This is an optimization exercise on Yosys and OpenROAD, whose aim is small area, a short achievable clock period and few clock cycles per item, not a production implementation. Only simulation tests tie the RTL to the original design; equivalence was not proved. Power and IR drop assume default switching activity.

`flow/config.mk`:
```
export PLATFORM = sky130hd
export DESIGN_NAME = Timer_regs
export DESIGN_NICKNAME = Timer_regs
export VERILOG_FILES = /design/flow/design.v
export SDC_FILE = /design/flow/constraint.sdc
export NUM_CORES = 4
export LEC_CHECK = 0
export CAP_MARGIN = 20
export CORE_MARGIN = 2
export CORE_UTILIZATION = 40
export SLEW_MARGIN = 20
```
`flow/constraint.sdc`:
```
create_clock -name core_clock -period 4.0 [get_ports {axi_aclk}]
set_input_delay 0.8000 -clock core_clock [delete_from_list [all_inputs] [get_ports {axi_aclk}]]
set_output_delay 0.8000 -clock core_clock [all_outputs]
set_load 0.01 [all_outputs]
```
`flow/run.sh`:
```
#!/bin/bash
# synth_recipe.tcl (not shown) runs the flow's synth.tcl, then flattens the netlist and writes it again
# the make line also repeats each setting of config.mk as NAME=value (left out here)
make -C /OpenROAD-flow-scripts/flow DESIGN_CONFIG=/design/flow/config.mk WORK_HOME=/design/flow/orfs CLKGATE_MAP_FILE= SYNTH_SCRIPT=/design/flow/synth_recipe.tcl finish
```
`flow/design.v`:
```
package Timer_regs_pkg;
    localparam TIMER_REVISION = 0;
    localparam logic [31:0] TIMER_DEFAULT_BASEADDR = 32'hA0000000;
    localparam logic [31:0] CNT_OFFSET = 32'h00000000;  
    localparam CNT_ENA_BIT_OFFSET = 0;  
    localparam CNT_ENA_BIT_WIDTH = 1;  
    localparam logic [0:0] CNT_ENA_RESET = 1'b0;  
    localparam CNT_UDT_BIT_OFFSET = 1;  
    localparam CNT_UDT_BIT_WIDTH = 1;  
    localparam logic [1:1] CNT_UDT_RESET = 1'b0;  
    localparam CNT_IEN_BIT_OFFSET = 2;  
    localparam CNT_IEN_BIT_WIDTH = 1;  
    localparam logic [2:2] CNT_IEN_RESET = 1'b0;  
    localparam logic [31:0] TLR_OFFSET = 32'h00000004;  
    localparam TLR_TLR_BIT_OFFSET = 0;  
    localparam TLR_TLR_BIT_WIDTH = 32;  
    localparam logic [31:0] TLR_TLR_RESET = 32'b00000000000000000000000000000000;  
    localparam logic [31:0] TCR_OFFSET = 32'h00000008;  
    localparam TCR_TCR_BIT_OFFSET = 0;  
    localparam TCR_TCR_BIT_WIDTH = 32;  
    localparam logic [31:0] TCR_TCR_RESET = 32'b00000000000000000000000000000000;  
    localparam logic [31:0] TIR_OFFSET = 32'h0000000C;  
    localparam TIR_ZERO_BIT_OFFSET = 0;  
    localparam TIR_ZERO_BIT_WIDTH = 1;  
    localparam logic [0:0] TIR_ZERO_RESET = 1'b0;  
endpackage: Timer_regs_pkg
`default_nettype none
module Timer_regs #(
    parameter AXI_ADDR_WIDTH = 32,  
    parameter logic [31:0] BASEADDR = 32'hA0000000  
    ) (
    input  wire                      axi_aclk,
    input  wire                      axi_aresetn,
    input  wire [AXI_ADDR_WIDTH-1:0] s_axi_awaddr,
    input  wire [2:0]                s_axi_awprot,
    input  wire                      s_axi_awvalid,
    output wire                      s_axi_awready,
    input  wire [31:0]               s_axi_wdata,
    input  wire [3:0]                s_axi_wstrb,
    input  wire                      s_axi_wvalid,
    output wire                      s_axi_wready,
    input  wire [AXI_ADDR_WIDTH-1:0] s_axi_araddr,
    input  wire [2:0]                s_axi_arprot,
    input  wire                      s_axi_arvalid,
    output wire                      s_axi_arready,
    output wire [31:0]               s_axi_rdata,
    output wire [1:0]                s_axi_rresp,
    output wire                      s_axi_rvalid,
    input  wire                      s_axi_rready,
    output wire [1:0]                s_axi_bresp,
    output wire                      s_axi_bvalid,
    input  wire                      s_axi_bready,
    output wire cnt_strobe,  
    output wire [0:0] cnt_ena,  
    output wire [0:0] cnt_udt,  
    output wire [0:0] cnt_ien,  
    output wire tlr_strobe,  
    output wire [31:0] tlr_tlr,  
    output wire tcr_strobe,  
    input wire [31:0] tcr_tcr,  
    input wire tir_zero_set  
    );
    localparam logic [1:0]                      AXI_OKAY        = 2'b00;
    localparam logic [1:0]                      AXI_DECERR      = 2'b11;
    logic                                       s_axi_awready_r;
    logic                                       s_axi_wready_r;
    logic [$bits(s_axi_awaddr)-1:0]             s_axi_awaddr_reg_r;
    logic                                       s_axi_bvalid_r;
    logic [$bits(s_axi_bresp)-1:0]              s_axi_bresp_r;
    logic                                       s_axi_arready_r;
    logic [$bits(s_axi_araddr)-1:0]             s_axi_araddr_reg_r;
    logic                                       s_axi_rvalid_r;
    logic [$bits(s_axi_rresp)-1:0]              s_axi_rresp_r;
    logic [$bits(s_axi_wdata)-1:0]              s_axi_wdata_reg_r;
    logic [$bits(s_axi_wstrb)-1:0]              s_axi_wstrb_reg_r;
    logic [$bits(s_axi_rdata)-1:0]              s_axi_rdata_r;
    logic s_cnt_strobe_r;
    logic [0:0] s_reg_cnt_ena_r;
    logic [0:0] s_reg_cnt_udt_r;
    logic [0:0] s_reg_cnt_ien_r;
    logic s_tlr_strobe_r;
    logic [31:0] s_reg_tlr_tlr_r;
    logic s_tcr_strobe_r;
    logic [31:0] s_reg_tcr_tcr;
    logic [0:0] s_reg_tir_zero_r;
	logic [31:0] reg0;
	logic [31:0] reg1;
	logic [31:0] reg2;
	logic [31:0] reg3;
    assign s_reg_tcr_tcr = tcr_tcr;
    localparam MEM_WAIT_COUNT = 2;
    typedef enum {
        READ_IDLE,
        READ_REGISTER,
        WAIT_MEMORY_RDATA,
        READ_RESPONSE,
        READ_DONE
    } read_state_t;
    always_ff@(posedge axi_aclk or negedge axi_aresetn) begin: read_fsm
        read_state_t v_state_r;
        logic [31:0] v_rdata_r;
        logic [1:0] v_rresp_r;
        int v_mem_wait_count_r;
        logic v_addr_hit;
        logic [AXI_ADDR_WIDTH-1:0] v_mem_addr;
        if (~axi_aresetn) begin
            v_state_r          <= READ_IDLE;
            v_rdata_r          <= '0;
            v_rresp_r          <= '0;
            v_mem_wait_count_r <= 0;            
            s_axi_arready_r    <= '0;
            s_axi_rvalid_r     <= '0;
            s_axi_rresp_r      <= '0;
            s_axi_araddr_reg_r <= '0;
            s_axi_rdata_r      <= '0;
            s_tcr_strobe_r <= '0;
        end else begin
            s_axi_arready_r <= 1'b0;
            s_tcr_strobe_r <= '0;
            case (v_state_r)
                READ_IDLE: begin
                    v_mem_wait_count_r <= 0;
                    if (s_axi_arvalid) begin
                        s_axi_araddr_reg_r <= s_axi_araddr;      
                        s_axi_arready_r    <= 1'b1;              
                        v_state_r          <= READ_REGISTER;
                    end
                end
                READ_REGISTER: begin
                    v_addr_hit    = 1'b0;
                    s_axi_rdata_r <= '0;
                    if (s_axi_araddr_reg_r == BASEADDR + Timer_regs_pkg::CNT_OFFSET) begin
                        v_addr_hit = 1'b1;
						v_rdata_r  = reg0;
                        v_state_r <= READ_RESPONSE;
                    end
					if (s_axi_araddr_reg_r == BASEADDR + Timer_regs_pkg::TLR_OFFSET) begin
                        v_addr_hit = 1'b1;
						v_rdata_r  = reg1;
                        v_state_r <= READ_RESPONSE;
                    end
                    if (s_axi_araddr_reg_r == BASEADDR + Timer_regs_pkg::TCR_OFFSET) begin
                        v_addr_hit = 1'b1;
						v_rdata_r  = reg2;
                        v_state_r <= READ_RESPONSE;
                    end
                    if (s_axi_araddr_reg_r == BASEADDR + Timer_regs_pkg::TIR_OFFSET) begin
                        v_addr_hit = 1'b1;
						v_rdata_r  = reg3;
                        v_state_r <= READ_RESPONSE;
                    end
                    if (v_addr_hit) begin
                        v_rresp_r <= AXI_OKAY;
                    end else begin
                        v_rresp_r <= AXI_DECERR;
                        v_state_r <= READ_RESPONSE;
                    end
                end
                WAIT_MEMORY_RDATA: begin
                    if (v_mem_wait_count_r == MEM_WAIT_COUNT-1) begin
                        v_state_r <= READ_RESPONSE;
                    end else begin
                        v_mem_wait_count_r <= v_mem_wait_count_r + 1;
                    end
                end
                READ_RESPONSE: begin
                    s_axi_rvalid_r <= 1'b1;
                    s_axi_rresp_r  <= v_rresp_r;
                    s_axi_rdata_r  <= v_rdata_r;
                    v_state_r      <= READ_DONE;
                end
                READ_DONE: begin
                    if (s_axi_rready) begin
                        s_axi_rvalid_r <= 1'b0;
                        s_axi_rdata_r  <= '0;
                        v_state_r      <= READ_IDLE;
                    end
                end        
            endcase
        end
    end: read_fsm
    typedef enum {
        WRITE_IDLE,
        WRITE_ADDR_FIRST,
        WRITE_DATA_FIRST,
        WRITE_UPDATE_REGISTER,
        WRITE_DONE
    } write_state_t;
    always_ff@(posedge axi_aclk or negedge axi_aresetn) begin: write_fsm
        write_state_t v_state_r;
        logic v_addr_hit;
        logic [AXI_ADDR_WIDTH-1:0] v_mem_addr;
        if (~axi_aresetn) begin
            v_state_r                   <= WRITE_IDLE;
            s_axi_awready_r             <= 1'b0;
            s_axi_wready_r              <= 1'b0;
            s_axi_awaddr_reg_r          <= '0;
            s_axi_wdata_reg_r           <= '0;
            s_axi_wstrb_reg_r           <= '0;
            s_axi_bvalid_r              <= 1'b0;
            s_axi_bresp_r               <= '0;
            s_cnt_strobe_r <= '0;
            s_reg_cnt_ena_r <= 1'b0;
            s_reg_cnt_udt_r <= 1'b0;
            s_reg_cnt_ien_r <= 1'b0;
            s_tlr_strobe_r <= '0;
            s_reg_tlr_tlr_r <= 32'b00000000000000000000000000000000;
            s_reg_tir_zero_r <= 1'b0;
        end else begin
            s_axi_awready_r <= 1'b0;
            s_axi_wready_r  <= 1'b0;
            s_cnt_strobe_r <= '0;
            s_tlr_strobe_r <= '0;
            v_addr_hit = 1'b0;
            case (v_state_r)
                WRITE_IDLE: begin
                    if (s_axi_awvalid && s_axi_wvalid) begin
                        s_axi_awaddr_reg_r <= s_axi_awaddr;  
                        s_axi_awready_r    <= 1'b1;  
                        s_axi_wdata_reg_r  <= s_axi_wdata;  
                        s_axi_wstrb_reg_r  <= s_axi_wstrb;  
                        s_axi_wready_r     <= 1'b1;  
                        v_state_r          <= WRITE_UPDATE_REGISTER;
                    end else if (s_axi_awvalid) begin
                        s_axi_awaddr_reg_r <= s_axi_awaddr;  
                        s_axi_awready_r    <= 1'b1;  
                        v_state_r          <= WRITE_ADDR_FIRST;
                    end else if (s_axi_wvalid) begin
                        s_axi_wdata_reg_r <= s_axi_wdata;  
                        s_axi_wstrb_reg_r <= s_axi_wstrb;  
                        s_axi_wready_r    <= 1'b1;  
                        v_state_r         <= WRITE_DATA_FIRST;
                    end
                end
                WRITE_ADDR_FIRST: begin
                    if (s_axi_wvalid) begin
                        s_axi_wdata_reg_r <= s_axi_wdata;  
                        s_axi_wstrb_reg_r <= s_axi_wstrb;  
                        s_axi_wready_r    <= 1'b1;  
                        v_state_r         <= WRITE_UPDATE_REGISTER;
                    end
                end
                WRITE_DATA_FIRST: begin
                    if (s_axi_awvalid) begin
                        s_axi_awaddr_reg_r <= s_axi_awaddr;  
                        s_axi_awready_r    <= 1'b1;  
                        v_state_r          <= WRITE_UPDATE_REGISTER;
                    end
                end
                WRITE_UPDATE_REGISTER: begin
                    s_axi_bresp_r  <= AXI_OKAY;  
                    s_axi_bvalid_r <= 1'b1;
                    if (s_axi_awaddr_reg_r == BASEADDR + Timer_regs_pkg::CNT_OFFSET) begin
                        v_addr_hit = 1'b1;
						reg0 <= s_axi_wdata_reg_r;
                    end
                    if (s_axi_awaddr_reg_r == BASEADDR + Timer_regs_pkg::TLR_OFFSET) begin
                        v_addr_hit = 1'b1;
						reg1 <= s_axi_wdata_reg_r;
                    end
                    if (s_axi_awaddr_reg_r == BASEADDR + Timer_regs_pkg::TCR_OFFSET) begin
                        v_addr_hit = 1'b1;
						reg2 <= s_axi_wdata_reg_r;
                    end
                    if (s_axi_awaddr_reg_r == BASEADDR + Timer_regs_pkg::TIR_OFFSET) begin
                        v_addr_hit = 1'b1;
						reg3 <= s_axi_wdata_reg_r;
                    end
                    if (!v_addr_hit) begin
                        s_axi_bresp_r   <= AXI_DECERR;
                    end
                    v_state_r <= WRITE_DONE;
                end
                WRITE_DONE: begin
                    if (s_axi_bready) begin
                        s_axi_bvalid_r <= 1'b0;
                        v_state_r      <= WRITE_IDLE;
                    end
                end
            endcase
            if (tir_zero_set) begin  
                s_reg_tir_zero_r <= '1;
            end
        end
    end: write_fsm
    assign s_axi_awready = s_axi_awready_r;
    assign s_axi_wready  = s_axi_wready_r;
    assign s_axi_bvalid  = s_axi_bvalid_r;
    assign s_axi_bresp   = s_axi_bresp_r;
    assign s_axi_arready = s_axi_arready_r;
    assign s_axi_rvalid  = s_axi_rvalid_r;
    assign s_axi_rresp   = s_axi_rresp_r;
    assign s_axi_rdata   = s_axi_rdata_r;
    assign cnt_strobe = s_cnt_strobe_r;
    assign cnt_ena = s_reg_cnt_ena_r;
    assign cnt_udt = s_reg_cnt_udt_r;
    assign cnt_ien = s_reg_cnt_ien_r;
    assign tlr_strobe = s_tlr_strobe_r;
    assign tlr_tlr = s_reg_tlr_tlr_r;
    assign tcr_strobe = s_tcr_strobe_r;
endmodule
`resetall
```
==> flow_summary_export.csv <==
group,metric,value,unit
run_status,status,"complete, no violations",
cells_and_area,drive_above_1_share,0.203,
critical_path,arrival,2910,ps
floorplan,core-area,34300,µm²
grt,grt.met2_usage,0.285,
logic_synthesis,ys_ff_latch,334,
clocking,root_buffer,"clkbuf_16",
clocking,cts_tree,"yes",
power_and_ir_drop,pwr-share-seq,0.461,
logic_synthesis,synth_area_leaders,"dfrtp_1 37%, edfxtp_1 28%, mux2_2 7.0%, nor2_1 3.3%, a22oi_2 2.7%",
clocking,postCtsSetupBuffers,0,
floorplan,io_pins,225,
grt,grt_overflow,0,
timing,fin_ws,1510,ps
logic_synthesis,avgSynthCellArea,13.6,µm²
critical_path,startpoint,"s_axi_araddr_reg_r[21]",
critical_path,r2r_setup_slack,1510,ps
drt,drt_pass1_iterations,4,
power_and_ir_drop,cellPowerDensity,503,nW/µm²
logic_synthesis,synth.top_cell.area_share,0.373,
logic_synthesis,synth_top_cell_by_area,"dfrtp_1",
timing,fin_worst_skew,17.4,ps
grt,grt_max_degree,69,
power_and_ir_drop,power.clock.fraction,0.409,
clocking,numCtsBuffers,37,
critical_path,r2r_cells,6,
clocking,cts_resized,0,
floorplan,die_height,190,µm
critical_path,cp-end-kind,"flop",
logic_synthesis,ys_async_sr_fraction,0.617,
grt,busiest_layer,"met2",
critical_path,timing.rr.end,"read_fsm.v_rdata_r[0]",
floorplan,rows,68,
timing,finalSetupViolations,0,
power_and_ir_drop,internal_power,6.30,mW
logic_synthesis,syn_area,13800,µm²
clocking,path_clk_slew,60,ps
critical_path,regToRegStartpoint,"s_axi_araddr_reg_r[21]",
power_and_ir_drop,p_comb_frac,0.130,
cells_and_area,diodes,0,
drt,vias,8426,
drt,wire_per_inst,17.8,µm
logic_synthesis,syn_inst,1019,
timing,relSlewSlack,0.298,
clocking,clk_path_buf_depth,3,
logic_synthesis,synthFlopType,"dfrtp_1",
critical_path,cp-start-kind,"flop",
grt,grt_pass1_vias,8695,
floorplan,die_width,190,µm
power_and_ir_drop,leakage,7.17,nW
grt,grt_use_met3,0.0290,
power_and_ir_drop,switching_power,2.15,mW
timing,fin_tns_setup,0,ps
clocking,cts_hold_buf,0,
drt,via_per_inst,5.12,
clocking,clock-sinks,334,
drt,drc_errors,0,
floorplan,die_area,36000,µm²
placed_design,place_congestion,0.779,
grt,grt_antenna_before_repair,0,
timing,whs,210,ps
timing,period_needed,2490,ps
flow_run,maxCapViolations,0,
clocking,worstSkewPairLatency,520,ps
logic_synthesis,yosys_warnings,1,
placed_design,io_buffers,143,
logic_synthesis,yosysSeqAreaShare,0.651,
power_and_ir_drop,swShare,0.254,
cells_and_area,fin_nets,1310,
grt,grt_first_pass_wirelength,47400,µm
logic_synthesis,synth_edf_count,128,
timing,final_max_slew_viol_count,0,
timing,fmax,401,MHz
min_path,hold_class,"in -> async",
clocking,h-tree-depth,2,
placed_design,pre_cts_slack,1320,ps
drt,finalWirelength,29200,µm
placed_design,dp_hpwl,17100,µm
critical_path,crit_type,"reg -> reg",
floorplan,start_util,0.403,
timing,worstMarginPinSlew,1050,ps
logic_synthesis,ys_types,56,
timing,rsz0062_at_grt,"false",
drt,drt_iter0_drc,399,
timing,hold_viol,0,
power_and_ir_drop,p_total,8.45,mW
grt,grt_use_total,0.167,
cells_and_area,layout-area-overhead-vs-synth,21.6,%
power_and_ir_drop,peakVddDrop,247,µV
grt,grt_util_met1,0.220,
timing,period_share,0.623,
drt,postRouteAntennaNets,0,
critical_path,cp.required,4420,ps
critical_path,critical_path.max_fanout,32,
[state kept, by name, indices dropped and copies added (netlist names), 3 cells and up]
signal	cells
read_fsm.v_mem_wait_count_r	32
read_fsm.v_rdata_r	32
reg0	32
reg1	32
reg2	32
reg3	32
s_axi_araddr_reg_r	32
s_axi_awaddr_reg_r	32
s_axi_rdata_r	32
s_axi_wdata_reg_r	32
read_fsm.v_state_r	3
write_fsm.v_state_r	3
[power by group through the flow]
stage                     Clock (mW)  Combinational (mW)  Sequential [mW]
after floorplan                    0               0.796             3.88
after global placement             0                1.09             3.95
after detailed placement           0                1.11             3.96
after CTS                       3.55                1.12             3.90
after global routing            3.70                1.23             3.92
final                           3.46                1.10             3.89
[cells in the mapped netlist (5+ instances only)]
cell type	instances
and3_1	5
nand4_1	20
nor4_1	14
nand3_1	12
mux2_1	9
dfrtp_1	206
o31ai_1	5
inv_1	10
o211ai_1	8
or3_1	8
o31ai_2	30
a22o_1	32
mux2_2	86
xor2_1	8
a22oi_2	30
or4_1	16
buf_4	44
o21ai_0	9
nand2_1	59
nor3_1	10
a21oi_1	49
buf_2	9
nor2_1	123
clkbuf_1	32
edfxtp_1	128
[cell usage in the layout, fill, tap and decap left out, types with 3 or more instances in the layout]
master           netlist  layout
mux2_1                 9       9
clkdlybuf4s50_1        0     142
o31ai_1                5       5
mux2i_1                4       4
a22oi_2               30      30
edfxtp_1             128     128
mux2_2                86      86
nand4_1               20      20
nor4b_1                3       3
and3_1                 5       4
clkbuf_16              0      40
o211ai_1               8       8
nand3_1               12      12
o21ai_0                9       9
nor3_1                10       6
or4_1                 16      16
nor3_2                 0       4
clkinv_4               0       3
xor2_1                 8       8
conb_1                 1      38
clkbuf_8               0       5
nor4_1                14      14
o21a_1                 4       4
dfrtp_1              206     205
clkbuf_1              32       6
nand2_1               59      59
or3_1                  8       8
a21oi_1               49      48
buf_4                 44      19
o31ai_2               30      30
clkinv_2               0       7
inv_1                 10      10
a22o_1                32      32
and2_1                 4       3
nor2_1               123     122
bufinv_16              0       3
[stage by stage]
step / instance area, µm² / utilization / std cells
2_1_floorplan: 14000 / - / 1056
3_3_place_gp: 15500 / 0.453 / 1578
3_5_place_dp: 15500 / 0.453 / 1578
4_1_cts: 16800 / 0.490 / 1645
5_1_grt: 16800 / 0.490 / 1645
6_report: 16800 / 0.490 / 1645
[cell families (layout without fill, tap and decap cells)]
family,Yosys count,in the layout,share of synthesized area
compound gates,177,177,0.110
xor+xnor,10,10,0.00634
flops,334,334,0.651
fa+ha+maj,2,2,0.00181
buf+inv,105,239,0.0468
simple gates,291,291,0.103
mux,99,99,0.0803
other cells,1,38,0.000271
[per-layer routing]
metal,share of wire,wire [µm]
met1,0.46,13400
met4,0.019,550
met2,0.49,14300
met3,0.035,1020
met5,0,0
[worst max path at each step]
stage	to	slack (ps)	cells past startpoint
floorplan	reg0[0]	280	5
global placement	reg3[4]	1330	4
detailed placement	s_axi_rdata_r[20]	1320	5
CTS	read_fsm.v_rdata_r[0]	1460	6
global route	reg0[4]	1270	6
finish	read_fsm.v_rdata_r[0]	1510	6
[area by class of cell]
| class | count | area [µm²] |
|---|---|---|
| fillers | 3028 | 17500 |
| flip-flops and latches | 334 | 9000 |
| multi-input cells | 617 | 4350 |
| repair buffers | 162 | 1580 |
| clock buffers | 51 | 1090 |
| well taps | 455 | 569 |
| clock inverters | 16 | 168 |
| inverters | 10 | 37.5 |
[critical path, cell delays in order, from the launching register on]
cell,delay [ps]
dfrtp_1,370
or4_4,550
nor4_2,320
and3_2,210
buf_4,520
a22oi_1,150
o31ai_1,260
Testbench counts, summed over its fixed seeds: cycles 5,120, items 2,560.

## static timing again, ports no longer ideal
The results above use ideal ports. As a check the final layout listed here was re-extracted and re-timed, cells and wires unchanged.
Step 1: set_driving_cell puts a clkbuf_16 on axi_aclk and a buf_2 on each other input, an assumption about the parent block.
Step 2, shift: input delay + t, output delay - t, t = (earliest + latest rising clock arrival at the registers) / 2. This alone moves slack from input paths to output paths.
Slacks: no drivers / after step 1 / after step 2; pairs: no drivers / after step 1.
t, ns: 0.557
setup slack, ns: 1.509 / 1.509 / 1.325
cell pins on the clock port's net: 1
After both steps setup and hold are still met in this run. The setup slack of this run moves by 0.000 ns with the drivers and by -0.184 ns with both steps.
